From an optimization exercise on the open Yosys and OpenROAD flow, aimed at small area; shortcuts taken in it are not production practice.
Function was checked by simulation only, so behaviour that the tests miss may differ from the original.
Power is estimated from default activity; no workload was simulated.

<file path="design/flow/standard.sh">
#!/bin/bash
# synth_recipe.tcl (not shown) runs the flow's synth.tcl, then flattens the netlist and writes it again
# the make line also repeats each setting of config.mk as NAME=value (left out here)
make -C /OpenROAD-flow-scripts/flow DESIGN_CONFIG=/design/flow/config.mk WORK_HOME=/design/flow/orfs CLKGATE_MAP_FILE= SYNTH_SCRIPT=/design/flow/synth_recipe.tcl "${@:-finish}"
</file>
<file path="design/flow/design.v">
module reset_synch(rst_n, RST_n, clk);
   input RST_n, clk;  
   output reg rst_n; 
   reg q;
   always @(negedge clk, negedge RST_n)begin
          if(!RST_n)begin
            q<=0;
            rst_n<=0;
          end  
          else begin
            q<=1;
            rst_n<=q;
          end  
   end        
endmodule              
module pwm(PWM_sig, duty, cntr, rst_n, clk);
  output reg PWM_sig;
  input clk, rst_n;
  input [9:0] duty;
  input [9:0] cntr;
  always @(posedge clk, negedge rst_n)
    if (!rst_n) PWM_sig <= 1'b0;
    else if (cntr == duty) PWM_sig <= 1'b0;
    else if (&cntr) PWM_sig <= 1'b1;
endmodule
module pwm_cntr(cntr, rst_n, clk);
  output reg [9:0] cntr;
  input clk, rst_n;
  wire [9:0] nxt;
  inc #(10) iINC(.s(nxt), .a(cntr), .ci(1'b1));
  always @(posedge clk, negedge rst_n)
    if (!rst_n) cntr <= 10'h3ff;
    else cntr <= nxt;
endmodule
module motor_cntrl(clk, rst_n, rht, lft, pwm_cnt, fwd_rht, fwd_lft, rev_rht, rev_lft);
input clk, rst_n;
input [10:0] rht, lft;
output [9:0] pwm_cnt;
output logic fwd_rht, fwd_lft, rev_rht, rev_lft;
logic [9:0] in_right, in_left;
logic out_right, out_left;
pwm_cntr iCNT(.cntr(pwm_cnt), .rst_n(rst_n), .clk(clk));
pwm left_pwm(.PWM_sig(out_right), .duty(in_right), .cntr(pwm_cnt), .rst_n(rst_n), .clk(clk));
pwm right_pwm(.PWM_sig(out_left), .duty(in_left), .cntr(pwm_cnt), .rst_n(rst_n), .clk(clk));
assign in_right = rht[9:0];
assign in_left  = lft[9:0];
wire lz = ~|lft;
wire rz = ~|rht;
assign fwd_lft = lz | (~lft[10] & out_left);
assign rev_lft = lz | ( lft[10] & out_left);
assign fwd_rht = rz | (~rht[10] & out_right);
assign rev_rht = rz | ( rht[10] & out_right);
endmodule
module barcode(ID_vld, ID, BC, clr_ID_vld, clk, rst_n);
input logic BC, clr_ID_vld, clk, rst_n;
output logic [7:0] ID;
output logic ID_vld;
localparam IDLE = 3'd0, GTI = 3'd1, WS = 3'd2, SMPL = 3'd3, WH = 3'd4;
logic [2:0] state;
logic BC_filtered, BC_FF0, BC_FF1, BC_FF2, BC_FF3;
logic [21:0] timing_cnt, smpl_cnt;
logic [3:0] bit_cnt;
always @(posedge clk, negedge rst_n)
	if (!rst_n) {BC_FF0, BC_FF1, BC_FF2, BC_FF3} <= 4'hf;
	else {BC_FF0, BC_FF1, BC_FF2, BC_FF3} <= {BC, BC_FF0, BC_FF1, BC_FF2};
always @(posedge clk, negedge rst_n)
	if (!rst_n)
		BC_filtered <= 1'b1;
	else if (BC_FF1 & BC_FF2 & BC_FF3)
		BC_filtered <= 1'b1;
	else if (~(BC_FF1 | BC_FF2 | BC_FF3))
		BC_filtered <= 1'b0;
wire s_idle = (state == IDLE);
wire s_gti  = (state == GTI);
wire s_ws   = (state == WS);
wire s_smpl = (state == SMPL);
wire s_wh   = state[2];
wire smpl_z = ~|smpl_cnt[20:0];
wire [21:0] smpl_nxt = {smpl_cnt[20:0], smpl_cnt[21] ^ smpl_cnt[20] ^ smpl_z};
wire match = (smpl_cnt == timing_cnt);
wire shift = s_smpl & match;
wire tmo   = smpl_cnt[21] & smpl_z;
always @(posedge clk)
	if (s_gti & BC_filtered) timing_cnt <= smpl_cnt;
always @(posedge clk)
	if (s_idle | (s_gti & BC_filtered) | (s_ws & ~BC_filtered)) smpl_cnt <= 22'h0;
	else smpl_cnt <= smpl_nxt;
wire [3:0] bit_inc;
inc #(4) iINC(.s(bit_inc), .a(bit_cnt), .ci(shift));
always @(posedge clk)
	if (s_idle | s_gti) bit_cnt <= 4'h0;
	else bit_cnt <= bit_inc;
always @(posedge clk, negedge rst_n)
	if (!rst_n)
		state <= IDLE;
	else case (state)
		IDLE: if (~BC_filtered) state <= GTI;
		GTI:  if (BC_filtered) state <= WS;
		WS:   if (bit_cnt[3] | tmo) state <= IDLE;
		      else if (~BC_filtered) state <= SMPL;
		SMPL: if (match) state <= WH;
		default: if (BC_filtered) state <= WS;
	endcase
always @(posedge clk, negedge rst_n)
	if (!rst_n)
		ID <= 8'hFF;
	else if (clr_ID_vld)
		ID <= 8'hFF;
	else if (shift)
		ID <= {ID[6:0], BC_filtered};
always @(posedge clk, negedge rst_n)
	if (!rst_n)
		ID_vld <= 1'b0;
	else if (clr_ID_vld)
		ID_vld <= 1'b0;
	else if (~|ID[7:6])
		ID_vld <= 1'b1;
endmodule
module uart_rcv(rx_rdy, rx_data, clk, rst_n, RX);
	output reg [7:0] rx_data;
	output reg rx_rdy;
	input clk, rst_n, RX;
	reg rx_nr, rx_rd;
	reg [11:0] baud_cnt;
	reg [3:0] bit_cnt;
	reg [1:0] state;		 
	wire idle  = ~state[0] & ~state[1];
	wire first = state[0];
	wire rest  = state[1];
	wire [11:0] baud_nxt = {baud_cnt[10:0], ~(baud_cnt[11] ^ baud_cnt[7] ^ baud_cnt[1] ^ baud_cnt[0])};
	wire half = ((baud_cnt & 12'h7bf) == 12'h7ad);
	wire full = ((baud_cnt & 12'hff7) == 12'h586);
	wire done = bit_cnt[3] & bit_cnt[1];	 
	wire shift = (first & half) | (rest & ~done & full);
	always @(posedge clk, negedge rst_n)
		if (!rst_n) begin
			rx_nr <= 1'b1;
			rx_rd <= 1'b1;
		end else begin
			rx_nr <= RX;
			rx_rd <= rx_nr;
		end
	wire [3:0] bit_inc;
	inc #(4) iINC(.s(bit_inc), .a(bit_cnt), .ci(shift));
	always @(posedge clk)
		if (idle) bit_cnt <= 4'h0;
		else bit_cnt <= bit_inc;
	always @(posedge clk)
		if (idle | shift) baud_cnt <= 12'h000;
		else baud_cnt <= baud_nxt;
	always @(posedge clk)
		if (shift & ~(bit_cnt[3] & bit_cnt[0]))
			rx_data <= {rx_rd, rx_data[7:1]};
	always @(posedge clk, negedge rst_n)
		if (!rst_n) state <= 2'b00;
		else if (idle) state <= {1'b0, ~rx_rd};
		else if (first) state <= {half, ~half};
		else state <= {~done, 1'b0};
	always @(posedge clk, negedge rst_n)
		if (!rst_n) rx_rdy <= 1'b0;
		else rx_rdy <= rest & done;
endmodule
module A2D_intf(cnv_cmplt, res, a2d_SS_n, SCLK, MOSI, clk, rst_n, strt_cnv, chnnl, MISO);
output logic cnv_cmplt, a2d_SS_n, SCLK, MOSI;
output logic [11:0] res;
input logic clk, rst_n, strt_cnv, MISO;
input logic [2:0] chnnl;
logic [10:0] cnt;
logic [15:0] shft_reg;
wire idle = cnt[10] & cnt[9];
wire last = cnt[10] & ~cnt[9];
wire fin  = last & cnt[1] & cnt[0];
wire start = idle & strt_cnv;
wire shift = (cnt[4:0] == 5'd30);
wire [10:0] cnt_inc;
inc #(11) iINC(.s(cnt_inc), .a(cnt), .ci(1'b1));
assign a2d_SS_n = idle ? ~strt_cnv : fin;
assign SCLK = cnt[4];
assign MOSI = shft_reg[15];
assign res = ~shft_reg[11:0];
always @(posedge clk, negedge rst_n)
	if (!rst_n)
		cnt <= 11'h7ff;
	else if (a2d_SS_n)
		cnt <= 11'h7ff;
	else
		cnt <= cnt_inc;
always @(posedge clk, negedge rst_n)
	if (!rst_n)
		shft_reg[15] <= 1'b0;
	else if (start)
		shft_reg[15] <= 1'b0;
	else if (shift)
		shft_reg[15] <= shft_reg[14];
always @(posedge clk)
	if (start)
		shft_reg[14:0] <= {1'b0, chnnl, 11'h000};
	else if (shift)
		shft_reg[14:0] <= {shft_reg[13:0], MISO};
always @(posedge clk)
	if (strt_cnv)
		cnv_cmplt <= 1'b0;
	else if (fin)
		cnv_cmplt <= 1'b1;
endmodule
module alu(sum, sat, ic, a, b, inv, cin, intgrl);
  output [15:0] sum;		 
  output [11:0] sat;		 
  output [9:0] ic;
  input [15:0] a, b;
  input inv, cin;
  input [11:0] intgrl;
  rca #(16) iADD(.s(sum), .a(a), .b(b ^ {16{inv}}), .ci(cin));
  assign sat = (~sum[15] & |sum[14:11]) ? 12'h7ff :
               ( sum[15] & ~&sum[14:11]) ? 12'h800 : sum[11:0];
  wire [14:0] i7;
  rca #(15) iIC(.s(i7), .a({intgrl, 3'b000}), .b(~{{3{intgrl[11]}}, intgrl}), .ci(1'b1));
  assign ic = i7[14:5];
endmodule
module rca #(parameter W = 16) (s, a, b, ci);
  output [W-1:0] s;
  input [W-1:0] a, b;
  input ci;
  wire [W:0] c;
  assign c[0] = ci;
  genvar k;
  generate for (k = 0; k < W; k = k + 1) begin : fa
    assign s[k] = a[k] ^ b[k] ^ c[k];
    assign c[k+1] = (a[k] & b[k]) | (c[k] & (a[k] ^ b[k]));
  end endgenerate
endmodule
module inc #(parameter W = 8) (s, a, ci);
  output [W-1:0] s;
  input [W-1:0] a;
  input ci;
  wire [W:0] c;
  assign c[0] = ci;
  genvar k;
  generate for (k = 0; k < W; k = k + 1) begin : ha
    assign s[k] = a[k] ^ c[k];
    assign c[k+1] = a[k] & c[k];
  end endgenerate
endmodule
module motion(addr, strt_cnv, lft, rht, IR_out_en, IR_mid_en, IR_in_en, res, cnv_cmplt, go, pwm_cnt, clk, rst_n);
output reg [10:0] lft, rht;
output [2:0] addr;
output strt_cnv, IR_out_en, IR_mid_en, IR_in_en;
input [11:0] res;
input [9:0] pwm_cnt;
input cnv_cmplt, go, clk, rst_n;
localparam IDLE = 3'd0, TW = 3'd1, CW = 3'd2, CI = 3'd3, CALC = 3'd4;
reg [2:0] state;
reg [12:0] tmr;
reg [2:0] chnnl;
reg [1:0] itg_cnt;
reg [10:0] Fwd;
reg [15:0] Accum;
reg [11:0] Intgrl;
reg [13:0] Error;
wire s_idle = (state == IDLE);
wire s_tw   = (state == TW);
wire s_cw   = (state == CW);
wire s_ci   = (state == CI);
wire s_calc = state[2];
wire ch5 = chnnl[2] & chnnl[0];
wire cnv_done = s_cw & cnv_cmplt;
wire itg = s_ci & (&itg_cnt);
wire [12:0] tmr_nxt = {tmr[11:0], ~(tmr[12] ^ tmr[10] ^ tmr[8] ^ tmr[7])};
wire tmr32   = ((tmr & 13'h285) == 13'h081);
wire tmr4096 = ((tmr & 13'hdff) == 13'h05a);
wire [7:0] tk = {tmr[6] & ~tmr[7], tmr[5] & ~tmr[6], tmr[4] & ~tmr[5], tmr[3] & ~tmr[4],
                 tmr[2] & ~tmr[3], tmr[1] & ~tmr[2], tmr[0] & ~tmr[1], ~tmr[0]};
assign strt_cnv = s_tw & (chnnl[0] ? tmr32 : tmr4096);
wire [15:0] sum;
wire [11:0] sat;
wire [9:0] ic;
wire t0 = s_calc & tk[0];
wire t1 = s_calc & tk[1];
wire tF = s_calc & (tk[4] | tk[6]);	 
wire tR = s_calc & (tk[5] | tk[7]);	 
wire t45 = s_calc & tmr[3] & ~tmr[5];	 
wire [11:0] E = Error[11:0];
wire [15:0] opA = ({16{s_tw | s_cw | t1 | tR}} & Accum) |
                  ({16{s_ci}} & {{4{Intgrl[11]}}, Intgrl}) |
                  ({16{tF}} & {5'b0, Fwd}) |
                  ({16{t0}} & {{1{E[11]}}, E, 3'b000});
wire rep = strt_cnv & ((~chnnl[2] & chnnl[1] & chnnl[0]) | (chnnl[2] & ~chnnl[1] & ~chnnl[0]));
wire [13:0] res_sc = (s_cw & chnnl[2]) ? {res, 2'b00} : {2'b00, res};
wire [15:0] opB = ({16{cnv_done | rep}} & {2'b00, res_sc}) |
                  ({16{s_ci}} & {{8{E[11]}}, E[11:4]}) |
                  ({16{t1}} & {{10{E[11]}}, E[11:6]}) |
                  ({16{t0 | tF}} & {{2{Error[13]}}, Error}) |	 
                  ({16{tR}} & {{6{ic[9]}}, ic});
wire inv = (s_cw & chnnl[0]) | (rep & chnnl[2]) | t0 | t1 | t45;
wire cin = (s_cw & chnnl[0]) | (rep & chnnl[2]) | t0 | (t1 & ~|E[5:0]) | t45;
alu iALU(.sum(sum), .sat(sat), .ic(ic), .a(opA), .b(opB), .inv(inv), .cin(cin), .intgrl(Intgrl));
wire PWM_sig = ~pwm_cnt[7] | (~|pwm_cnt[6:4] & ~(pwm_cnt[3] & pwm_cnt[2] & (pwm_cnt[1] | pwm_cnt[0])));
always @(posedge clk, negedge rst_n)
	if (!rst_n)
		state <= IDLE;
	else case (state)
		IDLE: if (go) state <= TW;
		TW:   if (strt_cnv) state <= CW;
		CW:   if (cnv_cmplt) state <= ch5 ? CI : TW;
		CI:   state <= CALC;
		default: if (tk[7]) state <= IDLE;
	endcase
always @(posedge clk)
	if (s_idle | s_ci | (cnv_done & ~chnnl[0]))
		tmr <= 13'h0;
	else
		tmr <= tmr_nxt;
always @(posedge clk, negedge rst_n)
	if (!rst_n)
		chnnl <= 3'h0;
	else if (s_idle & go)
		chnnl <= 3'h0;
	else if (cnv_done & ~ch5)
		chnnl <= chnnl + 1'b1;
always @(posedge clk, negedge rst_n)
	if (!rst_n)
		itg_cnt <= 2'b00;
	else if (s_calc & tk[7])
		itg_cnt <= itg_cnt + 1'b1;
wire [10:0] Fwd_inc;
inc #(11) iFWD(.s(Fwd_inc), .a(Fwd), .ci(itg & ~&Fwd[10:8]));
always @(posedge clk)
	if (~go)
		Fwd <= 11'h000;
	else
		Fwd <= Fwd_inc;
always @(posedge clk)
	Accum <= sum;
always @(posedge clk)
	if (cnv_done & ch5)
		Error <= {{2{sat[11]}}, sat};
	else if (t1)
		Error <= sum[14:1];
always @(posedge clk, negedge rst_n)
	if (!rst_n)
		Intgrl <= 12'h000;
	else if (itg)
		Intgrl <= sat;
wire [10:0] drv = sat[11:1];
wire [9:0] drv_mag;
inc #(10) iMAG(.s(drv_mag), .a(drv[9:0] ^ {10{drv[10]}}), .ci(drv[10]));
wire [10:0] drv_sm = {drv[10], drv_mag};
always @(posedge clk, negedge rst_n)
	if (!rst_n)
		rht <= 11'h000;
	else if (!go)
		rht <= 11'h000;
	else if (s_calc & tk[5])
		rht <= drv_sm;
always @(posedge clk, negedge rst_n)
	if (!rst_n)
		lft <= 11'h000;
	else if (!go)
		lft <= 11'h000;
	else if (s_calc & tk[7])
		lft <= drv_sm;
assign addr = (chnnl == 3'b000) ? 3'b001:
              (chnnl == 3'b001) ? 3'b000:
              (chnnl == 3'b010) ? 3'b100:
              (chnnl == 3'b011) ? 3'b010:
              (chnnl == 3'b100) ? 3'b011:
              3'b111;
wire IR_en = (s_idle & go) | s_tw | (s_cw & ~(chnnl[0] & cnv_cmplt));
assign IR_in_en  = IR_en & ~chnnl[2] & ~chnnl[1] & PWM_sig;
assign IR_mid_en = IR_en & ~chnnl[2] &  chnnl[1] & PWM_sig;
assign IR_out_en = IR_en &  chnnl[2] & PWM_sig;
endmodule
module cmd_intf(buzz, buzz_n, go, in_transit, clr_ID_vld, ID, ID_vld, cmd_rdy, OK2Move, cmd, clk, rst_n);
output logic go, in_transit, clr_ID_vld, buzz, buzz_n;
input [7:0] cmd, ID;
input ID_vld, cmd_rdy, OK2Move, clk, rst_n;
logic [12:0] count;
logic [5:0] dest_ID;
wire buzz_en = in_transit & ~OK2Move;
wire c6250 = &{count[12], count[11], count[6], count[5], count[3], count[1]};
wire c6249 = &{count[12], count[11], count[6], count[5], count[3], count[0]};
wire [12:0] count_inc;
inc #(13) iINC(.s(count_inc), .a(count), .ci(buzz_en));
always @(posedge clk, negedge rst_n)
	if (!rst_n)
		count <= 13'h0000;
	else if (buzz_en & c6250)
		count <= 13'h0000;
	else
		count <= count_inc;
always @(posedge clk, negedge rst_n)
	if (!rst_n)
		buzz <= 1'b0;
	else
		buzz <= buzz_en & (buzz ^ c6249);
assign buzz_n = ~buzz;
wire go_cmd   = cmd_rdy & ~cmd[7] &  cmd[6];
wire stop_cmd = cmd_rdy & ~cmd[7] & ~cmd[6];
wire at_dest  = ID_vld & (ID[5:0] == dest_ID);
always @(posedge clk, negedge rst_n)
	if (!rst_n)
		in_transit <= 1'b0;
	else
		in_transit <= go_cmd | (in_transit & ~stop_cmd & ~at_dest);
always @(posedge clk)
	if (go_cmd)
		dest_ID <= cmd[5:0];
assign clr_ID_vld = in_transit & ID_vld & (~cmd_rdy | cmd[7]);
assign go = in_transit & OK2Move;
endmodule
module dig_core(clk,rst_n,cmd_rdy,cmd,lft,rht,buzz,buzz_n,
                in_transit,OK2Move,ID,clr_ID_vld,ID_vld,cnv_cmplt,strt_cnv,
                chnnl,A2D_res,IR_in_en,IR_mid_en,go,IR_out_en,led,pwm_cnt);
  input clk,rst_n;
  input cmd_rdy;
  input [7:0] cmd;
  input OK2Move;
  input [7:0] ID;
  input ID_vld;
  input cnv_cmplt;
  input [11:0] A2D_res;
  input [9:0] pwm_cnt;
  output [10:0] lft,rht;
  output buzz,buzz_n;
  output in_transit;
  output clr_ID_vld;
  output strt_cnv;
  output [2:0] chnnl;
  output IR_in_en,IR_mid_en,IR_out_en;
  output [7:0] led;
  output go;
  assign led = 8'h00;
  cmd_intf cmd_cntrl(.buzz(buzz), .buzz_n(buzz_n), .go(go), .in_transit(in_transit),
                     .clr_ID_vld(clr_ID_vld), .ID(ID), .ID_vld(ID_vld), .cmd_rdy(cmd_rdy),
                     .OK2Move(OK2Move), .cmd(cmd), .clk(clk), .rst_n(rst_n));
  motion motion_cntrl(.addr(chnnl), .strt_cnv(strt_cnv), .lft(lft), .rht(rht),
                      .IR_out_en(IR_out_en), .IR_mid_en(IR_mid_en), .IR_in_en(IR_in_en),
                      .res(A2D_res), .cnv_cmplt(cnv_cmplt), .go(go), .pwm_cnt(pwm_cnt),
                      .clk(clk), .rst_n(rst_n));
endmodule
module Follower(clk,RST_n,led,a2d_SS_n,SCLK,MISO,MOSI,rev_rht,
                rev_lft,fwd_rht,fwd_lft,IR_in_en,IR_mid_en,IR_out_en,
				in_transit,OK2Move,buzz,buzz_n,BC,RX);
  input clk,RST_n;			 
  input MISO;				 
  input BC;					 
  input OK2Move;			 
  input RX;					 
  output [7:0] led;				 
  output a2d_SS_n,SCLK,MOSI;	 
  output rev_rht,fwd_rht;		 
  output rev_lft,fwd_lft;		 
  output IR_in_en,IR_mid_en,IR_out_en;	 
  output buzz,buzz_n;			 
  output in_transit;			 
  wire [10:0] lft, rht;
  wire [7:0] cmd;
  wire [7:0] ID;
  wire [11:0] A2D_res;
  wire [2:0] chnnl;
  wire [9:0] pwm_cnt;
  wire cmd_rdy, ID_vld, clr_ID_vld;
  wire cnv_cmplt, strt_cnv, go;
  wire rst_n;
  reset_synch iRST(.clk(clk), .RST_n(RST_n), .rst_n(rst_n));
  dig_core iCORE(.clk(clk),.rst_n(rst_n),.cmd_rdy(cmd_rdy),.cmd(cmd),.led(led),
                 .lft(lft),.rht(rht),.buzz(buzz),.buzz_n(buzz_n),.in_transit(in_transit),
                 .OK2Move(OK2Move),.ID(ID),.clr_ID_vld(clr_ID_vld),.ID_vld(ID_vld),
                 .strt_cnv(strt_cnv),.cnv_cmplt(cnv_cmplt),.chnnl(chnnl),.A2D_res(A2D_res),
                 .go(go),.pwm_cnt(pwm_cnt),
                 .IR_in_en(IR_in_en),.IR_mid_en(IR_mid_en),.IR_out_en(IR_out_en));
  uart_rcv iCMD(.clk(clk),.rst_n(rst_n),.RX(RX),.rx_rdy(cmd_rdy),.rx_data(cmd));
  motor_cntrl iMTR(.clk(clk), .rst_n(rst_n), .lft(lft), .rht(rht), .pwm_cnt(pwm_cnt),
                   .fwd_lft(fwd_lft), .rev_lft(rev_lft), .fwd_rht(fwd_rht), .rev_rht(rev_rht));
  barcode iBC(.clk(clk),.rst_n(rst_n),.BC(BC),.ID_vld(ID_vld),.clr_ID_vld(clr_ID_vld),
              .ID(ID));
  A2D_intf iA2D(.clk(clk),.rst_n(rst_n),.strt_cnv(strt_cnv),.cnv_cmplt(cnv_cmplt),.chnnl(chnnl),
                .res(A2D_res),.a2d_SS_n(a2d_SS_n),.SCLK(SCLK),.MOSI(MOSI),.MISO(MISO));
endmodule
</file>
<file path="design/flow/flow/run.sh">
#!/bin/bash
# Layout flow: the standard flow (standard synthesis unchanged), with
#  - the port buffers made with the smallest buffer (buf_1) instead of the default,
#  - clock tree synthesis with clkbuf_8 leaf clusters of at most 14 sinks and no
#    dummy loads,
#  - the buffers from synthesis removed at floorplan (placement is not timing driven).
# Every tool's output goes to standard.log in this folder (ORFS also keeps its own
# per-step logs under orfs/logs).
set -o pipefail
CTS="-sink_clustering_enable -repair_clock_nets -sink_clustering_size 14 -sink_clustering_max_diameter 80 -buf_list sky130_fd_sc_hd__clkbuf_8 -dont_use_dummy_load"
bash standard.sh "BUFFER_PORTS_ARGS=-buffer_cell sky130_fd_sc_hd__buf_1" "CTS_ARGS=$CTS" REMOVE_ABC_BUFFERS=1 finish > standard.log 2>&1
</file>
<file path="design/flow/config.mk">
export PLATFORM = sky130hd
export DESIGN_NAME = Follower
export DESIGN_NICKNAME = Follower
export VERILOG_FILES = /design/flow/design.v
export SDC_FILE = /design/flow/constraint.sdc
export NUM_CORES = 4
export LEC_CHECK = 0
export CAP_MARGIN = 20
export CORE_MARGIN = 2
export CORE_UTILIZATION = 40
export GPL_TIMING_DRIVEN = 0
export SLEW_MARGIN = 20
</file>
<file path="design/flow/constraint.sdc">
create_clock -name core_clock -period 20.0 [get_ports {clk}]
set_input_delay 4.0000 -clock core_clock [delete_from_list [all_inputs] [get_ports {clk}]]
set_output_delay 4.0000 -clock core_clock [all_outputs]
set_load 0.01 [all_outputs]
</file>
==> results.txt, run 1 <==
| Group | Result | Value |
|---|---|---|
| run status | Result of the run | no timing/DRC/antenna violations |
| synth | Area share of fa/ha/maj cells after synthesis | 10.6% |
| global routing | Global route total overflow | 0 |
| worst setup path | Critical path start-end classification | input pin to async pin |
| drt | Routed vias | 7862 |
| drt | Detailed-router iteration count before antenna repair | 5 |
| worst hold path | Hold Crit Depth | 0 |
| timing | Final Hold Fails | 0 |
| synth | Synthesized-area fraction occupied by and/or/nand/nor cells | 15.8% |
| global routing | Wire length of the first global-routing pass | 41100 um |
| final layout | Filler cell count in the final layout | 2817 |
| final layout | Registers with the most flip-flops | iBC.smpl_cnt: 22 flops, iBC.timing_cnt: 22 flops |
| synth | Average footprint of a synthesized cell | 10.9 um2 |
| floorplan | Die area | 31300 um2 |
| timing | Number of max-slew violations in the final report | 0 |
| global routing | Via count of the first global-routing pass | 8016 |
| synth | Number of different library cells in the post-synthesis netlist | 67 |
| cts | Clock tree from TritonCTS | done |
| timing | RSZ-0062 raised after global routing | false |
| power | Power density cells | 71.8 nW/um2 |
| place | Placer Congestion | 0.793 |
| run | Max-cap violations | 0 |
| floorplan | Initial Util | 40.4% |
| synth | Largest cells by area after synthesis | sky130_fd_sc_hd__dfxtp_1 (16%), sky130_fd_sc_hd__dfrtp_1 (14%), sky130_fd_sc_hd__edfxtp_1 (13%) |
| cts | Clock transition time at the flip-flop clock pins of the worst setup and hold paths | 0.06 ns |
| global routing | Pin count of the biggest net entering global routing | 25 |
| worst setup path | R2r worst-path depth | 41 |
| drt | Drt total wl | 24300 um |
| worst setup path | Bufs and invs on worst path | 1 |
| cts | Quantity of hold-fixing buffers added after cts | 0 |
| synth | Most instantiated library cell after synthesis | sky130_fd_sc_hd__nand2_1 |
| place | Port-buffer cells | 18 |
| cts | TritonCTS buffer count | 22 |
| timing | Worst slew margin | 21.4% |
| worst setup path | WP depth | 1 |
| global routing | Total track usage | 16.1% |
| synth | Number of standard cells after synthesis | 1100 |
| synth | Compound-Gate Fraction of Synth Area | 11.2% |
| worst setup path | Crit. End Element | async pin |
| synth | Commonest register cell after synthesis | sky130_fd_sc_hd__dfxtp_1 |
| synth | Commonest cells in the synthesized netlist | sky130_fd_sc_hd__nand2_1 (133), sky130_fd_sc_hd__dfxtp_1 (95), sky130_fd_sc_hd__dfrtp_1 (67) |
| synth | Sequential cell area fraction in the yosys report | 51.6% |
| drt | Post-detailed-route count of antenna-violating nets | 0 |
| power | Maximum resistive drop on vdd | 0.0000324 V |
| place | Pre-CTS setup slack | 6.16 ns |
| cts | Root Buffer Master | sky130_fd_sc_hd__clkbuf_8 |
| worst hold path | Class of the most critical hold timing path | register to register |
| drt | Post-detailed-route via-to-cell ratio | 5.26 |
| power | Leakage power figure | 0.00526 uW |
| drt | Mean routed wirelength per cell | 16.3 um |
| final layout | Synth-to-Final Area Change | 6.75% |
| worst setup path | Slowest library cell on the worst path | sky130_fd_sc_hd__buf_1 |
| timing | Transition time at the pin with the least slew margin | 1.16 ns |
| synth | Share of synthesized area spent on multiplexers | 1.26% |
| drt | Post-detailed-route DRC marker count | 0 |
| worst setup path | Worst endpoint required time | 10.82 ns |
| synth | Syn. warnings | 8 |
| worst setup path | Type of origin of the critical path | input pin |
| worst setup path | Critical path peak fanout | 2 |
| floorplan | Die outline height | 177 um |
| final layout | Area of all placed cells without fillers | 12800 um2 |
| cts | Count of clock tree sinks | 253 |
| timing | Smallest hold slack | 0.298 ns |
| floorplan | Number of top-level pins | 27 |
| final layout | Fraction of final layout cells sized beyond drive strength 1 | 7.62% |
| cts | Maximum root-to-sink buffer count | 3 |
| final layout | Net count, final | 1198 |
| worst setup path | CP arrival | 4.11 ns |
| synth | Area leader, netlist | sky130_fd_sc_hd__dfxtp_1 |
| synth | Post-synth EDFFs | 53 |
| drt | Starting DRT DRC Count | 683 |
| place | Post-detail-place hpwl | 17600 um |
| floorplan | Area of the core region | 29600 um2 |
| cts | Clk latency of the worst-skew pair | 0.56 ns |
| cts | Number of post-CTS setup repair buffers | 0 |
| synth | Area share of the leading cell type in the synthesized netlist | 15.9% |
| synth | Ys async rst share | 41.5% |
| timing | Smallest setup slack after layout | 6.71 ns |
| cts | Total of cells resized after clock tree synthesis | 0 |
| cts | Number of levels the H-tree was split into | 1 |
| timing | Endpoints failing setup | 0 |
| timing | Worst clock skew | 0.0589 ns |
| floorplan | Row cnt | 63 |
| synth | Largest family of logic cells by synthesized area | simple AND/OR/NAND/NOR gates |
| synth | Synth Area in XOR/XNOR | 5.99% |
| synth | Number of flip-flops and latches in the synthesized netlist | 253 |
| place | Cell area reported after detailed placement | 12500 um2 |
| floorplan | Horizontal die dimension | 177 um |
| worst setup path | CP delay by family, top | buffers and inverters |
| global routing | Antenna violations before repair | 1 |
| worst setup path | Maximum single-stage delay on the critical path | 0.11 ns |
| worst setup path | CP cell instances | buf_1 |
| synth | Cell area after technology mapping | 11900 um2 |
| timing | Post-route setup TNS | 0 ns |
final cells by class:
class | instances | area (um2) | share of cell area [%]
well taps | 390 | 488 | 3.83
diodes | 1 | 2.50 | 0.0196
clock buffers | 22 | 303 | 2.37
flip-flops and latches | 253 | 6170 | 48.3
inverters | 45 | 170 | 1.33
multi-input cells | 757 | 5430 | 42.6
repair buffers | 26 | 193 | 1.51
per-stage QoR:
step | util [%] | total power, uW | instances
3_3_place_gp | 41.6 | 660 | 1463
3_5_place_dp | 42.1 | 669 | 1471
6_report | 43.2 | 916 | 1494
4_1_cts | 43.1 | 930 | 1493
2_1_floorplan | - | 641 | 1055
5_1_grt | 43.1 | 961 | 1493
where the power goes:
group          switching, uW  total (uW)  internal (uW)
logic                   41.9        78.5           36.6
clock network            160         259           98.6
registers               21.3         578            557
cells by family after synthesis:
group           Yosys count
compound gates          194
xor+xnor                 80
buf+inv                  97
fa+ha+maj                87
flops                   253
other cells               2
simple gates            372
mux                      15
per-layer routing:
| metal | vias to the layer above | GRT usage [%] | routed length (um) |
|---|---|---|---|
| li1 | 3850 | - | - |
| met1 | 3825 | 22.9 | 11900 |
| met2 | 148 | 25.2 | 10800 |
| met3 | 39 | 2.49 | 1060 |
| met4 | 0 | 4.79 | 525 |
| met5 | - | 0 | 0 |
cell usage in the layout, fill, tap and decap left out, types with 16 or more instances in the layout:
cell type | synthesis | layout
sky130_fd_sc_hd__nand2_1 | 133 | 133
sky130_fd_sc_hd__dfxtp_1 | 95 | 95
sky130_fd_sc_hd__dfrtp_1 | 67 | 67
sky130_fd_sc_hd__ha_1 | 63 | 63
sky130_fd_sc_hd__xnor2_1 | 56 | 56
sky130_fd_sc_hd__a21oi_1 | 55 | 55
sky130_fd_sc_hd__edfxtp_1 | 53 | 53
sky130_fd_sc_hd__nor2b_1 | 45 | 45
sky130_fd_sc_hd__inv_1 | 43 | 43
sky130_fd_sc_hd__nor2_1 | 43 | 43
sky130_fd_sc_hd__dfstp_2 | 36 | 36
sky130_fd_sc_hd__a22o_1 | 29 | 29
sky130_fd_sc_hd__and2_1 | 28 | 28
sky130_fd_sc_hd__fa_1 | 24 | 24
sky130_fd_sc_hd__o21ai_0 | 23 | 22
sky130_fd_sc_hd__xor2_1 | 22 | 22
sky130_fd_sc_hd__clkbuf_8 | 0 | 22
sky130_fd_sc_hd__nor3_1 | 21 | 20
sky130_fd_sc_hd__nand3_1 | 20 | 20
sky130_fd_sc_hd__nor4_1 | 19 | 18
sky130_fd_sc_hd__buf_1 | 1 | 18
sky130_fd_sc_hd__nand2b_1 | 16 | 16
worst paths after layout:
check,start,endpoint,slack [ns]
max in group core_clock,iCORE.motion_cntrl.Intgrl[3]$_DFFE_PN0P_,iCORE.motion_cntrl.lft[9]$_DFFE_PN0P_,7.81
worst max register to register,iCORE.motion_cntrl.Intgrl[3]$_DFFE_PN0P_,iCORE.motion_cntrl.lft[9]$_DFFE_PN0P_,7.81
worst min register to register,iRST.q$_DFF_NN0_,iRST.rst_n$_DFF_NN0_,0.30
min in group asynchronous,iRST.rst_n$_DFF_NN0_,iBC.state[2]$_DFFE_PN0P_,10.22
worst min-delay path,iRST.q$_DFF_NN0_,iRST.rst_n$_DFF_NN0_,0.30
worst max-delay path,RST_n,iRST.q$_DFF_NN0_,6.71
==> run 2: changes to the inputs <==
==> design/flow/flow/run.sh (replaced) <==
#!/bin/bash
# Layout flow: the standard flow (standard synthesis unchanged), with
#  - the port buffers made with the smallest buffer (buf_1) instead of the default,
#  - clock tree synthesis with clkbuf_4 or clkbuf_8 leaf clusters of at most 10 sinks and no
#    dummy loads.
# Every tool's output goes to standard.log in this folder (ORFS also keeps its own
# per-step logs under orfs/logs).
set -o pipefail
CTS="-sink_clustering_enable -repair_clock_nets -sink_clustering_size 10 -sink_clustering_max_diameter 60 -buf_list {sky130_fd_sc_hd__clkbuf_4 sky130_fd_sc_hd__clkbuf_8} -dont_use_dummy_load"
bash standard.sh "BUFFER_PORTS_ARGS=-buffer_cell sky130_fd_sc_hd__buf_1" "CTS_ARGS=$CTS" finish > standard.log 2>&1
--- a/design/flow/config.mk
+++ b/design/flow/config.mk
@@ -8,5 +8,4 @@
 export CAP_MARGIN = 20
 export CORE_MARGIN = 2
 export CORE_UTILIZATION = 40
-export GPL_TIMING_DRIVEN = 0
 export SLEW_MARGIN = 20
==> results.txt, run 2 <==
| Group | Result | Value | vs previous |
|---|---|---|---|
| global routing | Via count of the first global-routing pass | 7824 | was 8016 |
| final layout | Synth-to-Final Area Change | 7.53% | was 6.75% |
| timing | Smallest setup slack after layout | 6.71 ns | about the same |
| synth | Area share of the leading cell type in the synthesized netlist | 15.9% | unchanged |
| cts | Number of levels the H-tree was split into | 1 | unchanged |
| drt | Drt total wl | 24800 um | was 24300 um |
| worst setup path | Crit. End Element | async pin | unchanged |
| final layout | Most common library cell in the layout ignoring fill and taps | sky130_fd_sc_hd__nand2_1 | unchanged |
| floorplan | Number of top-level pins | 27 | unchanged |
| worst setup path | CP startpoint | RST_n | unchanged |
| cts | TritonCTS buffer count | 31 | was 22 |
| synth | Largest cells by area after synthesis | sky130_fd_sc_hd__dfxtp_1 (16%), sky130_fd_sc_hd__dfrtp_1 (14%), sky130_fd_sc_hd__edfxtp_1 (13%) | unchanged |
| worst hold path | Class of the most critical hold timing path | register to register | unchanged |
| global routing | Pin count of the biggest net entering global routing | 75 | was 25 |
| floorplan | Row cnt | 63 | unchanged |
| cts | Total of cells resized after clock tree synthesis | 0 | unchanged |
| cts | Maximum root-to-sink buffer count | 3 | unchanged |
| power | Leakage power figure | 0.00533 uW | was 0.00526 uW |
| worst setup path | WP depth | 1 | unchanged |
| place | Port-buffer cells | 18 | unchanged |
| synth | Syn. warnings | 8 | unchanged |
| global routing | Wire length of the first global-routing pass | 41200 um | was 41100 um |
| synth | Number of different library cells in the post-synthesis netlist | 67 | unchanged |
| timing | Post-route setup TNS | 0 ns | unchanged |
| cts | Clock transition time at the flip-flop clock pins of the worst setup and hold paths | 0.04 ns | was 0.06 ns |
| drt | Post-detailed-route DRC marker count | 0 | unchanged |
| synth | Commonest register cell after synthesis | sky130_fd_sc_hd__dfxtp_1 | unchanged |
| drt | Starting DRT DRC Count | 547 | was 683 |
| run | Max-cap violations | 0 | unchanged |
| worst setup path | Worst endpoint required time | 10.82 ns | about the same |
| drt | Routed vias | 7947 | was 7862 |
| place | Post-detail-place hpwl | 17300 um | was 17600 um |
| worst setup path | Last element of the critical path | iRST.rst_n$_DFF_NN0_ | was iRST.q$_DFF_NN0_ |
| place | Placer Congestion | 0.870 | was 0.793 |
| worst setup path | R2R Path Start | iCORE.motion_cntrl.Intgrl[3]$_DFFE_PN0P_ | unchanged |
| final layout | Final core area utilization | 43.5% | was 43.2% |
| drt | Post-detailed-route via-to-cell ratio | 5.26 | about the same |
| worst setup path | CP arrival | 4.11 ns | about the same |
| floorplan | Initial Util | 40.4% | unchanged |
| worst setup path | CP cell instances | buf_1 | unchanged |
| cts | Clock tree from TritonCTS | done | unchanged |
| cts | Clk latency of the worst-skew pair | 0.58 ns | was 0.56 ns |
| final layout | Net count, final | 1215 | was 1198 |
| worst setup path | Capture point of the worst reg-to-reg path | iCORE.motion_cntrl.lft[9]$_DFFE_PN0P_ | unchanged |
| place | Pre-CTS setup slack | 6.15 ns | was 6.16 ns |
| synth | Number of standard cells after synthesis | 1100 | unchanged |
| run status | Result of the run | no timing/DRC/antenna violations | unchanged |
| worst setup path | Register-to-register setup slack | 8.10 ns | was 7.81 ns |
| drt | Detailed-router iteration count before antenna repair | 6 | was 5 |
| cts | Number of post-CTS setup repair buffers | 0 | unchanged |
| synth | Average footprint of a synthesized cell | 10.9 um2 | unchanged |
| timing | Transition time at the pin with the least slew margin | 1.04 ns | was 1.16 ns |
| synth | Commonest cells in the synthesized netlist | sky130_fd_sc_hd__nand2_1 (133), sky130_fd_sc_hd__dfxtp_1 (95), sky130_fd_sc_hd__dfrtp_1 (67) | unchanged |
| cts | Root Buffer Master | sky130_fd_sc_hd__clkbuf_8 | unchanged |
| worst setup path | Type of origin of the critical path | input pin | unchanged |
| final layout | Registers with the most flip-flops | iBC.smpl_cnt: 22 flops, iBC.timing_cnt: 22 flops | unchanged |
| cts | Count of clock tree sinks | 253 | unchanged |
| final layout | Fraction of final layout cells sized beyond drive strength 1 | 8.75% | was 7.62% |
| cts | Quantity of hold-fixing buffers added after cts | 0 | unchanged |
| timing | RSZ-0062 raised after global routing | false | unchanged |
| floorplan | Horizontal die dimension | 177 um | unchanged |
| worst setup path | Slowest library cell on the worst path | sky130_fd_sc_hd__buf_1 | unchanged |
| drt | Mean routed wirelength per cell | 16.4 um | was 16.3 um |
| worst hold path | Hold Crit Depth | 0 | unchanged |
| synth | Ys async rst share | 41.5% | unchanged |
| drt | Post-detailed-route count of antenna-violating nets | 0 | unchanged |
| power | Maximum resistive drop on vdd | 0.0000389 V | was 0.0000324 V |
| synth | Post-synth EDFFs | 53 | unchanged |
| floorplan | Die area | 31300 um2 | unchanged |
| synth | Cell area after technology mapping | 11900 um2 | unchanged |
| global routing | Total track usage | 16.4% | was 16.1% |
| final layout | Commonest cells after routing, fill and taps aside | sky130_fd_sc_hd__nand2_1 (133), sky130_fd_sc_hd__dfxtp_1 (95), sky130_fd_sc_hd__dfrtp_1 (67) | unchanged |
| timing | Worst clock skew | 0.0545 ns | was 0.0589 ns |
| worst setup path | Maximum single-stage delay on the critical path | 0.11 ns | about the same |
| worst setup path | Critical path peak fanout | 2 | unchanged |
| synth | Most instantiated library cell after synthesis | sky130_fd_sc_hd__nand2_1 | unchanged |
| worst setup path | R2r worst-path depth | 41 | unchanged |
| final layout | Count of antenna diodes in the layout | 0 | was 1 |
| timing | Number of max-slew violations in the final report | 0 | unchanged |
| timing | Worst slew margin | 30.5% | was 21.4% |
| synth | Area leader, netlist | sky130_fd_sc_hd__dfxtp_1 | unchanged |
| global routing | Antenna violations before repair | 0 | was 1 |
| power | Power density cells | 74.6 nW/um2 | was 71.8 nW/um2 |
| global routing | Global route total overflow | 0 | unchanged |
| timing | Endpoints failing setup | 0 | unchanged |
| timing | Final Hold Fails | 0 | unchanged |
| synth | Number of flip-flops and latches in the synthesized netlist | 253 | unchanged |
| worst setup path | CP delay by family, top | buffers and inverters | unchanged |
| worst setup path | Critical path start-end classification | input pin to async pin | unchanged |
| worst setup path | Bufs and invs on worst path | 1 | unchanged |
| floorplan | Die outline height | 177 um | unchanged |
| floorplan | Area of the core region | 29600 um2 | unchanged |
| synth | Sequential cell area fraction in the yosys report | 51.6% | unchanged |
==> run 2: cell types whose count changed in the layout (fill, tap and decap cells not counted), sizes merged <==
cell,previous run,this run
buf,26,34
clkbuf,22,31
diode,1,0
==> run 2: stage by stage <==
| step | hold WS (ns) | std cells | instance area [um2] | power, uW |
|---|---|---|---|---|
| after floorplan | 0.292 | 1107 | 12000 | 643 |
| after global placement | 0.304 | 1479 | 12400 | 663 |
| after detailed placement | 0.298 | 1479 | 12400 | 664 |
| after CTS | 0.308 | 1510 | 12800 | 976 |
| after global routing | 0.318 | 1510 | 12800 | 1000 |
| final | 0.306 | 1510 | 12800 | 959 |
==> run 2: worst min path at each step <==
stage | start | end | slack, ns
after floorplan | iRST.q$_DFF_NN0_ | iRST.rst_n$_DFF_NN0_ | 0.29
after global placement | iRST.q$_DFF_NN0_ | iRST.rst_n$_DFF_NN0_ | 0.30
after detailed placement | iRST.q$_DFF_NN0_ | iRST.rst_n$_DFF_NN0_ | 0.30
after CTS | iRST.q$_DFF_NN0_ | iRST.rst_n$_DFF_NN0_ | 0.31
after global routing | iRST.q$_DFF_NN0_ | iRST.rst_n$_DFF_NN0_ | 0.32
final | iRST.q$_DFF_NN0_ | iRST.rst_n$_DFF_NN0_ | 0.31
==> run 2: area by class of cell <==
| cell class | count | area [um2] |
|---|---|---|
| Inverter | 45 | 170 |
| Clock buffer | 31 | 427 |
| Fill cell | 2810 | 16700 |
| Sequential cell | 253 | 6170 |
| Multi-Input combinational cell | 757 | 5410 |
| Tap cell | 390 | 488 |
| Timing Repair Buffer | 34 | 188 |
==> run 2: logic make-up after synthesis <==
logic type / share of synthesized area, %
xor+xnor: 5.99
compound gates: 11.2
flops: 51.6
fa+ha+maj: 10.6
mux: 1.26
other cells: 0.0629
simple gates: 15.8
buf+inv: 3.41
==> run 2: layer usage <==
metal / up-vias / track usage, % / share of wire (%)
met2: 182 / 25.0 / 43
met4: 0 / 4.99 / 2.8
li1: 3866 / - / -
met5: - / 0 / 0
met1: 3851 / 24.0 / 49
met3: 48 / 2.58 / 5.0
==> run 2: report_power, final <==
part           switching (uW)  internal (uW)
Combinational            40.7           33.3
Clock                     171            136
Sequential               20.3            558
Total                     232            727
==> run 3: changes to the inputs <==
==> design/flow/flow/run.sh (replaced) <==
#!/bin/bash
# Layout flow: the standard flow (standard synthesis unchanged), with
#  - the port buffers made with the smallest buffer (buf_1) instead of the default,
#  - clock tree synthesis with clkbuf_8 leaf clusters of at most 18 sinks and no
#    dummy loads.
# Every tool's output goes to standard.log in this folder (ORFS also keeps its own
# per-step logs under orfs/logs).
set -o pipefail
CTS="-sink_clustering_enable -repair_clock_nets -sink_clustering_size 18 -sink_clustering_max_diameter 100 -buf_list sky130_fd_sc_hd__clkbuf_8 -dont_use_dummy_load"
bash standard.sh "BUFFER_PORTS_ARGS=-buffer_cell sky130_fd_sc_hd__buf_1" "CTS_ARGS=$CTS" finish > standard.log 2>&1
==> results.txt, run 3 <==
| Group | Result | Value | vs previous |
|---|---|---|---|
| worst setup path | Type of origin of the critical path | input pin | unchanged |
| cts | Number of post-CTS setup repair buffers | 0 | unchanged |
| floorplan | Die outline height | 177 um | unchanged |
| floorplan | Number of top-level pins | 27 | unchanged |
| worst setup path | CP cell instances | buf_1 | unchanged |
| global routing | Total track usage | 16.2% | was 16.4% |
| cts | Quantity of hold-fixing buffers added after cts | 0 | unchanged |
| final layout | Net count, final | 1202 | was 1215 |
| floorplan | Row cnt | 63 | unchanged |
| drt | Post-detailed-route count of antenna-violating nets | 0 | unchanged |
| cts | Total of cells resized after clock tree synthesis | 0 | unchanged |
| global routing | Pin count of the biggest net entering global routing | 75 | unchanged |
| final layout | Filler cell count in the final layout | 2835 | was 2810 |
| synth | Largest cells by area after synthesis | sky130_fd_sc_hd__dfxtp_1 (16%), sky130_fd_sc_hd__dfrtp_1 (14%), sky130_fd_sc_hd__edfxtp_1 (13%) | unchanged |
| run | Max-cap violations | 0 | unchanged |
| timing | Number of max-slew violations in the final report | 0 | unchanged |
| power | Maximum resistive drop on vdd | 0.0000402 V | was 0.0000389 V |
| synth | Ys async rst share | 41.5% | unchanged |
| worst setup path | R2r worst-path depth | 41 | unchanged |
| drt | Routed vias | 7861 | was 7947 |
| place | Port-buffer cells | 18 | unchanged |
| final layout | Count of antenna diodes in the layout | 0 | unchanged |
| drt | Detailed-router iteration count before antenna repair | 7 | was 6 |
| worst setup path | CP delay by family, top | buffers and inverters | unchanged |
| timing | Transition time at the pin with the least slew margin | 1.05 ns | was 1.04 ns |
| synth | Number of different library cells in the post-synthesis netlist | 67 | unchanged |
| synth | Average footprint of a synthesized cell | 10.9 um2 | unchanged |
| final layout | Fraction of final layout cells sized beyond drive strength 1 | 7.68% | was 8.75% |
| final layout | Area of all placed cells without fillers | 12700 um2 | was 12800 um2 |
| drt | Post-detailed-route DRC marker count | 0 | unchanged |
| drt | Mean routed wirelength per cell | 16.4 um | about the same |
| worst setup path | Crit. End Element | async pin | unchanged |
| final layout | Registers with the most flip-flops | iBC.smpl_cnt: 22 flops, iBC.timing_cnt: 22 flops | unchanged |
| synth | Area leader, netlist | sky130_fd_sc_hd__dfxtp_1 | unchanged |
| cts | Root Buffer Master | sky130_fd_sc_hd__clkbuf_8 | unchanged |
| cts | Clk latency of the worst-skew pair | 0.55 ns | was 0.58 ns |
| final layout | Commonest cells after routing, fill and taps aside | sky130_fd_sc_hd__nand2_1 (133), sky130_fd_sc_hd__dfxtp_1 (95), sky130_fd_sc_hd__dfrtp_1 (67) | unchanged |
| worst setup path | Maximum single-stage delay on the critical path | 0.11 ns | about the same |
| timing | RSZ-0062 raised after global routing | false | unchanged |
| global routing | Wire length of the first global-routing pass | 40900 um | was 41200 um |
| final layout | Most common library cell in the layout ignoring fill and taps | sky130_fd_sc_hd__nand2_1 | unchanged |
| power | Sum of internal, switching and leakage power | 889 uW | was 959 uW |
| power | Leakage power figure | 0.00524 uW | was 0.00533 uW |
| timing | Smallest hold slack | 0.306 ns | about the same |
| synth | Most instantiated library cell after synthesis | sky130_fd_sc_hd__nand2_1 | unchanged |
| worst hold path | Hold Crit Depth | 0 | unchanged |
| run status | Result of the run | no timing/DRC/antenna violations | unchanged |
| power | Power density cells | 70.2 nW/um2 | was 74.6 nW/um2 |
| synth | Number of standard cells after synthesis | 1100 | unchanged |
| timing | Worst clock skew | 0.0621 ns | was 0.0545 ns |
| cts | Count of clock tree sinks | 253 | unchanged |
| worst setup path | Worst endpoint required time | 10.78 ns | was 10.82 ns |
| place | Placer Congestion | 0.870 | unchanged |
| synth | Sequential cell area fraction in the yosys report | 51.6% | unchanged |
| drt | Post-detailed-route via-to-cell ratio | 5.25 | was 5.26 |
| synth | Area share of the leading cell type in the synthesized netlist | 15.9% | unchanged |
| synth | Post-synth EDFFs | 53 | unchanged |
| final layout | Synth-to-Final Area Change | 6.03% | was 7.53% |
| floorplan | Die area | 31300 um2 | unchanged |
| cts | Maximum root-to-sink buffer count | 3 | unchanged |
| synth | Cell area after technology mapping | 11900 um2 | unchanged |
| timing | Endpoints failing setup | 0 | unchanged |
| cts | Clock transition time at the flip-flop clock pins of the worst setup and hold paths | 0.04 ns | about the same |
| worst setup path | Critical path peak fanout | 2 | unchanged |
| worst hold path | Class of the most critical hold timing path | register to register | unchanged |
| synth | Syn. warnings | 8 | unchanged |
| global routing | Antenna violations before repair | 0 | unchanged |
| synth | Commonest register cell after synthesis | sky130_fd_sc_hd__dfxtp_1 | unchanged |
| synth | Commonest cells in the synthesized netlist | sky130_fd_sc_hd__nand2_1 (133), sky130_fd_sc_hd__dfxtp_1 (95), sky130_fd_sc_hd__dfrtp_1 (67) | unchanged |
| drt | Drt total wl | 24600 um | was 24800 um |
| worst setup path | WP depth | 1 | unchanged |
| cts | Number of levels the H-tree was split into | 1 | unchanged |
| synth | Number of flip-flops and latches in the synthesized netlist | 253 | unchanged |
| timing | Final Hold Fails | 0 | unchanged |
| global routing | Via count of the first global-routing pass | 7726 | was 7824 |
| worst setup path | Bufs and invs on worst path | 1 | unchanged |
| worst setup path | Critical path start-end classification | input pin to async pin | unchanged |
| worst setup path | CP arrival | 4.11 ns | about the same |
| place | Post-detail-place hpwl | 17300 um | unchanged |
| place | Cell area reported after detailed placement | 12400 um2 | unchanged |
| final layout | Final core area utilization | 42.9% | was 43.5% |
| floorplan | Horizontal die dimension | 177 um | unchanged |
| global routing | Global route total overflow | 0 | unchanged |
| timing | Worst slew margin | 30.3% | was 30.5% |
| floorplan | Initial Util | 40.4% | unchanged |
| worst setup path | Slowest library cell on the worst path | sky130_fd_sc_hd__buf_1 | unchanged |
| floorplan | Area of the core region | 29600 um2 | unchanged |
| drt | Starting DRT DRC Count | 604 | was 547 |
| cts | TritonCTS buffer count | 18 | was 31 |
| timing | Post-route setup TNS | 0 ns | unchanged |
| cts | Clock tree from TritonCTS | done | unchanged |
[run 3: cell counts after synthesis]
Identical to the previous run, type by type.
[run 3: stage by stage]
stage | worst slack (ns) | cells
detailed placement | 6.15 | 1479
CTS | 6.69 | 1497
finish | 6.67 | 1497
global route | 6.67 | 1497
floorplan | 6.30 | 1107
global placement | 6.16 | 1479
[run 3: kinds of logic (layout without fill, tap and decap cells)]
group | Yosys count | count (layout) | share of synthesized area, %
and+or+nand+nor | 372 | 372 | 15.8
DFF | 253 | 253 | 51.6
AOI/OAI and AO/OA | 194 | 194 | 11.2
buffers and inverters | 97 | 97 | 3.41
adders and majority gates | 87 | 87 | 10.6
xor gates and xnor gates | 80 | 80 | 5.99
muxes | 15 | 15 | 1.26
other | 2 | 9 | 0.0629
[run 3: path summary, 6_finish.rpt]
path                                                          start  slack [ns]                                    end
setup reg to reg           iCORE.motion_cntrl.Intgrl[3]$_DFFE_PN0P_        8.17  iCORE.motion_cntrl.lft[9]$_DFFE_PN0P_
hold / removal                                     iRST.q$_DFF_NN0_        0.31                   iRST.rst_n$_DFF_NN0_
min in group asynchronous                      iRST.rst_n$_DFF_NN0_       10.24     iCORE.cmd_cntrl.count[2]$_DFF_PN0_
max in group core_clock    iCORE.motion_cntrl.Intgrl[3]$_DFFE_PN0P_        8.17  iCORE.motion_cntrl.lft[9]$_DFFE_PN0P_
setup / recovery                                              RST_n        6.67                       iRST.q$_DFF_NN0_
hold reg to reg                                    iRST.q$_DFF_NN0_        0.31                   iRST.rst_n$_DFF_NN0_
[run 3: power breakdown]
| group | internal, uW | switching (uW) | leakage (uW) |
|---|---|---|---|
| sequential | 557 | 20.3 | 0.00256 |
| combinational | 33.3 | 40.8 | 0.00255 |
| clock | 81.5 | 156 | 0.000129 |
| total | 672 | 217 | 0.00524 |
[run 3: layout make-up]
type / count / area (um2) / share of cell area [%]
flip-flops and latches: 253 / 6170 / 48.7
inverters: 45 / 170 / 1.34
multi-input cells: 757 / 5410 / 42.7
repair buffers: 34 / 188 / 1.48
well taps: 390 / 488 / 3.85
clock buffers: 18 / 248 / 1.96
[run 3: routing by layer]
metal  share of wire (%)  vias to the layer above  track usage [%]
li1                    -                     3841                -
met1                  50                     3806             24.1
met2                  43                      171             24.9
met3                 5.0                       43             2.21
met4                 2.1                        0             4.20
met5                   0                        -                0
==> run 4: changes to the inputs <==
--- a/design/flow/design.v
+++ b/design/flow/design.v
@@ -203,19 +203,14 @@
 	else if (fin)
 		cnv_cmplt <= 1'b1;
 endmodule
-module alu(sum, sat, ic, a, b, inv, cin, intgrl);
+module alu(sum, sat, a, b, inv, cin);
   output [15:0] sum;		 
   output [11:0] sat;		 
-  output [9:0] ic;
   input [15:0] a, b;
   input inv, cin;
-  input [11:0] intgrl;
   rca #(16) iADD(.s(sum), .a(a), .b(b ^ {16{inv}}), .ci(cin));
   assign sat = (~sum[15] & |sum[14:11]) ? 12'h7ff :
                ( sum[15] & ~&sum[14:11]) ? 12'h800 : sum[11:0];
-  wire [14:0] i7;
-  rca #(15) iIC(.s(i7), .a({intgrl, 3'b000}), .b(~{{3{intgrl[11]}}, intgrl}), .ci(1'b1));
-  assign ic = i7[14:5];
 endmodule
 module rca #(parameter W = 16) (s, a, b, ci);
   output [W-1:0] s;
@@ -273,27 +268,31 @@
 assign strt_cnv = s_tw & (chnnl[0] ? tmr32 : tmr4096);
 wire [15:0] sum;
 wire [11:0] sat;
-wire [9:0] ic;
 wire t0 = s_calc & tk[0];
 wire t1 = s_calc & tk[1];
+wire t2 = s_calc & tk[2];
+wire t3 = s_calc & tk[3];
 wire tF = s_calc & (tk[4] | tk[6]);	 
 wire tR = s_calc & (tk[5] | tk[7]);	 
 wire t45 = s_calc & tmr[3] & ~tmr[5];	 
 wire [11:0] E = Error[11:0];
+wire [11:0] I = Intgrl;
 wire [15:0] opA = ({16{s_tw | s_cw | t1 | tR}} & Accum) |
                   ({16{s_ci}} & {{4{Intgrl[11]}}, Intgrl}) |
                   ({16{tF}} & {5'b0, Fwd}) |
-                  ({16{t0}} & {{1{E[11]}}, E, 3'b000});
+                  ({16{t0}} & {{1{E[11]}}, E, 3'b000}) |
+                  ({16{t2}} & {{1{I[11]}}, I, 3'b000}) |
+                  ({16{t3}} & {{6{Accum[15]}}, Accum[14:5]});
 wire rep = strt_cnv & ((~chnnl[2] & chnnl[1] & chnnl[0]) | (chnnl[2] & ~chnnl[1] & ~chnnl[0]));
 wire [13:0] res_sc = (s_cw & chnnl[2]) ? {res, 2'b00} : {2'b00, res};
 wire [15:0] opB = ({16{cnv_done | rep}} & {2'b00, res_sc}) |
                   ({16{s_ci}} & {{8{E[11]}}, E[11:4]}) |
                   ({16{t1}} & {{10{E[11]}}, E[11:6]}) |
-                  ({16{t0 | tF}} & {{2{Error[13]}}, Error}) |	 
-                  ({16{tR}} & {{6{ic[9]}}, ic});
-wire inv = (s_cw & chnnl[0]) | (rep & chnnl[2]) | t0 | t1 | t45;
-wire cin = (s_cw & chnnl[0]) | (rep & chnnl[2]) | t0 | (t1 & ~|E[5:0]) | t45;
-alu iALU(.sum(sum), .sat(sat), .ic(ic), .a(opA), .b(opB), .inv(inv), .cin(cin), .intgrl(Intgrl));
+                  ({16{t2}} & {{4{I[11]}}, I}) |
+                  ({16{t0 | t3 | tF}} & {{2{Error[13]}}, Error});	 
+wire inv = (s_cw & chnnl[0]) | (rep & chnnl[2]) | t0 | t1 | t2 | t45;
+wire cin = (s_cw & chnnl[0]) | (rep & chnnl[2]) | t0 | (t1 & ~|E[5:0]) | t2 | t45;
+alu iALU(.sum(sum), .sat(sat), .a(opA), .b(opB), .inv(inv), .cin(cin));
 wire PWM_sig = ~pwm_cnt[7] | (~|pwm_cnt[6:4] & ~(pwm_cnt[3] & pwm_cnt[2] & (pwm_cnt[1] | pwm_cnt[0])));
 always @(posedge clk, negedge rst_n)
 	if (!rst_n)
@@ -336,6 +335,8 @@
 		Error <= {{2{sat[11]}}, sat};
 	else if (t1)
 		Error <= sum[14:1];
+	else if (t3)
+		Error <= sum[13:0];
 always @(posedge clk, negedge rst_n)
 	if (!rst_n)
 		Intgrl <= 12'h000;
==> design/flow/flow/run.sh (replaced) <==
#!/bin/bash
# Layout flow: the standard flow (standard synthesis unchanged), with
#  - the port buffers made with the smallest buffer (buf_1) instead of the default,
#  - clock tree synthesis with clkbuf_16 leaf clusters of at most 24 sinks and no
#    dummy loads.
# Every tool's output goes to standard.log in this folder (ORFS also keeps its own
# per-step logs under orfs/logs).
set -o pipefail
CTS="-sink_clustering_enable -repair_clock_nets -sink_clustering_size 24 -sink_clustering_max_diameter 90 -buf_list sky130_fd_sc_hd__clkbuf_16 -dont_use_dummy_load"
bash standard.sh "BUFFER_PORTS_ARGS=-buffer_cell sky130_fd_sc_hd__buf_1" "CTS_ARGS=$CTS" finish > standard.log 2>&1
--- a/design/flow/config.mk
+++ b/design/flow/config.mk
@@ -7,5 +7,5 @@
 export LEC_CHECK = 0
 export CAP_MARGIN = 20
 export CORE_MARGIN = 2
-export CORE_UTILIZATION = 40
+export CORE_UTILIZATION = 50
 export SLEW_MARGIN = 20
==> results.txt, run 4 <==
| Group | Result | Value | vs previous |
|---|---|---|---|
| run status | Result of the run | no timing/DRC/antenna violations | unchanged |
| power | Maximum resistive drop on vdd | 0.0000687 V | was 0.0000402 V |
| worst setup path | Bufs and invs on worst path | 1 | unchanged |
| final layout | Count of antenna diodes in the layout | 0 | unchanged |
| drt | Routed vias | 7882 | was 7861 |
| cts | Clock tree from TritonCTS | done | unchanged |
| floorplan | Number of top-level pins | 27 | unchanged |
| place | Post-detail-place hpwl | 17700 um | was 17300 um |
| cts | Number of post-CTS setup repair buffers | 0 | unchanged |
| cts | TritonCTS buffer count | 15 | was 18 |
| drt | Detailed-router iteration count before antenna repair | 5 | was 7 |
| worst setup path | CP delay by family, top | buffers and inverters | unchanged |
| place | Cell area reported after detailed placement | 12100 um2 | was 12400 um2 |
| timing | Worst slew margin | 30.7% | was 30.3% |
| worst hold path | Class of the most critical hold timing path | register to register | unchanged |
| timing | Final Hold Fails | 0 | unchanged |
| timing | Post-route setup TNS | 0 ns | unchanged |
| global routing | Pin count of the biggest net entering global routing | 62 | was 75 |
| cts | Quantity of hold-fixing buffers added after cts | 0 | unchanged |
| timing | RSZ-0062 raised after global routing | false | unchanged |
| cts | Total of cells resized after clock tree synthesis | 0 | unchanged |
| final layout | Most common library cell in the layout ignoring fill and taps | sky130_fd_sc_hd__nand2_1 | unchanged |
| synth | Area leader, netlist | sky130_fd_sc_hd__dfxtp_1 | unchanged |
| power | Leakage power figure | 0.00535 uW | was 0.00524 uW |
| drt | Drt total wl | 25000 um | was 24600 um |
| synth | Sequential cell area fraction in the yosys report | 52.2% | was 51.6% |
| cts | Count of clock tree sinks | 253 | unchanged |
| cts | Number of levels the H-tree was split into | 1 | unchanged |
| drt | Post-detailed-route via-to-cell ratio | 5.55 | was 5.25 |
| global routing | Wire length of the first global-routing pass | 40500 um | was 40900 um |
| synth | Average footprint of a synthesized cell | 10.6 um2 | was 10.9 um2 |
| floorplan | Die outline height | 158 um | was 177 um |
| final layout | Commonest cells after routing, fill and taps aside | sky130_fd_sc_hd__nand2_1 (156), sky130_fd_sc_hd__dfxtp_1 (95), sky130_fd_sc_hd__a21oi_1 (71) | was sky130_fd_sc_hd__nand2_1 (133), sky130_fd_sc_hd__dfxtp_1 (95), sky130_fd_sc_hd__dfrtp_1 (67) |
| worst setup path | CP arrival | 4.11 ns | about the same |
| final layout | Area of all placed cells without fillers | 12500 um2 | was 12700 um2 |
| worst setup path | Critical path start-end classification | input pin to async pin | unchanged |
| worst setup path | Critical path peak fanout | 2 | unchanged |
| cts | Maximum root-to-sink buffer count | 3 | unchanged |
| worst setup path | Maximum single-stage delay on the critical path | 0.11 ns | about the same |
| cts | Root Buffer Master | sky130_fd_sc_hd__clkbuf_16 | was sky130_fd_sc_hd__clkbuf_8 |
| place | Placer Congestion | 0.883 | was 0.870 |
| synth | Area share of the leading cell type in the synthesized netlist | 16.1% | was 15.9% |
| cts | Clk latency of the worst-skew pair | 0.50 ns | was 0.55 ns |
| run | Max-cap violations | 0 | unchanged |
| final layout | Net count, final | 1184 | was 1202 |
| timing | Number of max-slew violations in the final report | 0 | unchanged |
| power | Power density cells | 75.5 nW/um2 | was 70.2 nW/um2 |
| synth | Number of different library cells in the post-synthesis netlist | 66 | was 67 |
| worst setup path | Type of origin of the critical path | input pin | unchanged |
| worst setup path | Slowest library cell on the worst path | sky130_fd_sc_hd__buf_1 | unchanged |
| worst setup path | Worst endpoint required time | 10.80 ns | was 10.78 ns |
| synth | Ys async rst share | 41.5% | unchanged |
| worst setup path | Crit. End Element | async pin | unchanged |
| timing | Worst clock skew | 0.0432 ns | was 0.0621 ns |
| final layout | Fraction of final layout cells sized beyond drive strength 1 | 6.36% | was 7.68% |
| place | Port-buffer cells | 18 | unchanged |
| floorplan | Horizontal die dimension | 158 um | was 177 um |
| final layout | Synth-to-Final Area Change | 5.72% | was 6.03% |
| synth | Commonest register cell after synthesis | sky130_fd_sc_hd__dfxtp_1 | unchanged |
| final layout | Registers with the most flip-flops | iBC.smpl_cnt: 22 flops, iBC.timing_cnt: 22 flops | unchanged |
| drt | Starting DRT DRC Count | 654 | was 604 |
| cts | Clock transition time at the flip-flop clock pins of the worst setup and hold paths | 0.06 ns | was 0.04 ns |
| floorplan | Die area | 24900 um2 | was 31300 um2 |
| global routing | Total track usage | 20.6% | was 16.2% |
| timing | Transition time at the pin with the least slew margin | 1.04 ns | was 1.05 ns |
| timing | Endpoints failing setup | 0 | unchanged |
| floorplan | Area of the core region | 23300 um2 | was 29600 um2 |
| synth | Post-synth EDFFs | 53 | unchanged |
| global routing | Via count of the first global-routing pass | 7553 | was 7726 |
| global routing | Antenna violations before repair | 0 | unchanged |
| floorplan | Row cnt | 56 | was 63 |
| global routing | Global route total overflow | 0 | unchanged |
| synth | Largest cells by area after synthesis | sky130_fd_sc_hd__dfxtp_1 (16%), sky130_fd_sc_hd__dfrtp_1 (14%), sky130_fd_sc_hd__edfxtp_1 (13%) | unchanged |
| synth | Most instantiated library cell after synthesis | sky130_fd_sc_hd__nand2_1 | unchanged |
| floorplan | Initial Util | 50.6% | was 40.4% |
| power | Sum of internal, switching and leakage power | 943 uW | was 889 uW |
| worst setup path | CP cell instances | buf_1 | unchanged |
| drt | Post-detailed-route count of antenna-violating nets | 0 | unchanged |
| synth | Number of flip-flops and latches in the synthesized netlist | 253 | unchanged |
| drt | Post-detailed-route DRC marker count | 0 | unchanged |
| synth | Number of standard cells after synthesis | 1111 | was 1100 |
| synth | Cell area after technology mapping | 11800 um2 | was 11900 um2 |
| synth | Commonest cells in the synthesized netlist | sky130_fd_sc_hd__nand2_1 (156), sky130_fd_sc_hd__dfxtp_1 (95), sky130_fd_sc_hd__a21oi_1 (71) | was sky130_fd_sc_hd__nand2_1 (133), sky130_fd_sc_hd__dfxtp_1 (95), sky130_fd_sc_hd__dfrtp_1 (67) |
| drt | Mean routed wirelength per cell | 17.6 um | was 16.4 um |
| synth | Syn. warnings | 8 | unchanged |
run 4: cell count changes in the layout (fill, tap and decap cells not counted), moves of 15 or more:
cell	delta
sky130_fd_sc_hd__a21oi_1	+16
sky130_fd_sc_hd__a22o_1	-29
sky130_fd_sc_hd__clkbuf_16	+15
sky130_fd_sc_hd__clkbuf_8	-18
sky130_fd_sc_hd__nand2_1	+23
sky130_fd_sc_hd__xnor2_1	-15
run 4: area by class of cell:
class	count	area [um2]
sequential	253	6170
inverter	32	121
multi-input combinational	776	5310
clock buffer	15	375
timing repair buffer	24	113
tap	319	399
fill	2080	10800
run 4: worst paths after layout:
check                                                   startpoint                                      end  slack (ns)  cells past startpoint
hold / removal                                    iRST.q$_DFF_NN0_                     iRST.rst_n$_DFF_NN0_        0.31                      0
setup / recovery                                             RST_n                         iRST.q$_DFF_NN0_        6.69                      1
min in group asynchronous                     iRST.rst_n$_DFF_NN0_  iCORE.motion_cntrl.state[2]$_DFFE_PN0P_       10.38                      1
setup reg to reg                              iRST.rst_n$_DFF_NN0_        iMTR.left_pwm.PWM_sig$_DFFE_PN0P_        8.40                      2
max in group core_clock    iCORE.motion_cntrl.chnnl[0]$_DFFE_PN0P_    iCORE.motion_cntrl.lft[9]$_DFFE_PN0P_        8.48                     36
hold reg to reg                                   iRST.q$_DFF_NN0_                     iRST.rst_n$_DFF_NN0_        0.31                      0
run 4: cell families after synthesis:
logic type	synth area share, %
DFF	52.2
AOI/OAI and AO/OA	11.2
adders and majority gates	9.01
buffers and inverters	3.16
and+or+nand+nor	16.6
other	0.0636
xor gates and xnor gates	6.05
muxes	1.70
run 4: through the flow:
| stage | worst slack [ns] | hold WS, ns | util [%] | instances |
|---|---|---|---|---|
| floorplan | 6.30 | 0.292 | - | 1118 |
| global route | 6.66 | 0.322 | 53.5 | 1419 |
| detailed placement | 6.16 | 0.309 | 51.9 | 1404 |
| CTS | 6.70 | 0.309 | 53.5 | 1419 |
| finish | 6.69 | 0.307 | 53.5 | 1419 |
| global placement | 6.17 | 0.304 | 51.9 | 1404 |
run 4: power by group:
group | switching [uW] | internal [uW]
clock network | 161 | 135
logic | 38.9 | 29.7
registers | 21.6 | 557
total | 222 | 721
run 4: metal layers:
metal | GRT usage, % | wire length [um] | vias up
met1 | 30.0 | 11900 | 3796
li1 | - | - | 3845
met2 | 31.7 | 11200 | 191
met3 | 3.28 | 1290 | 50
met5 | 0 | 0 | -
met4 | 5.80 | 619 | 0
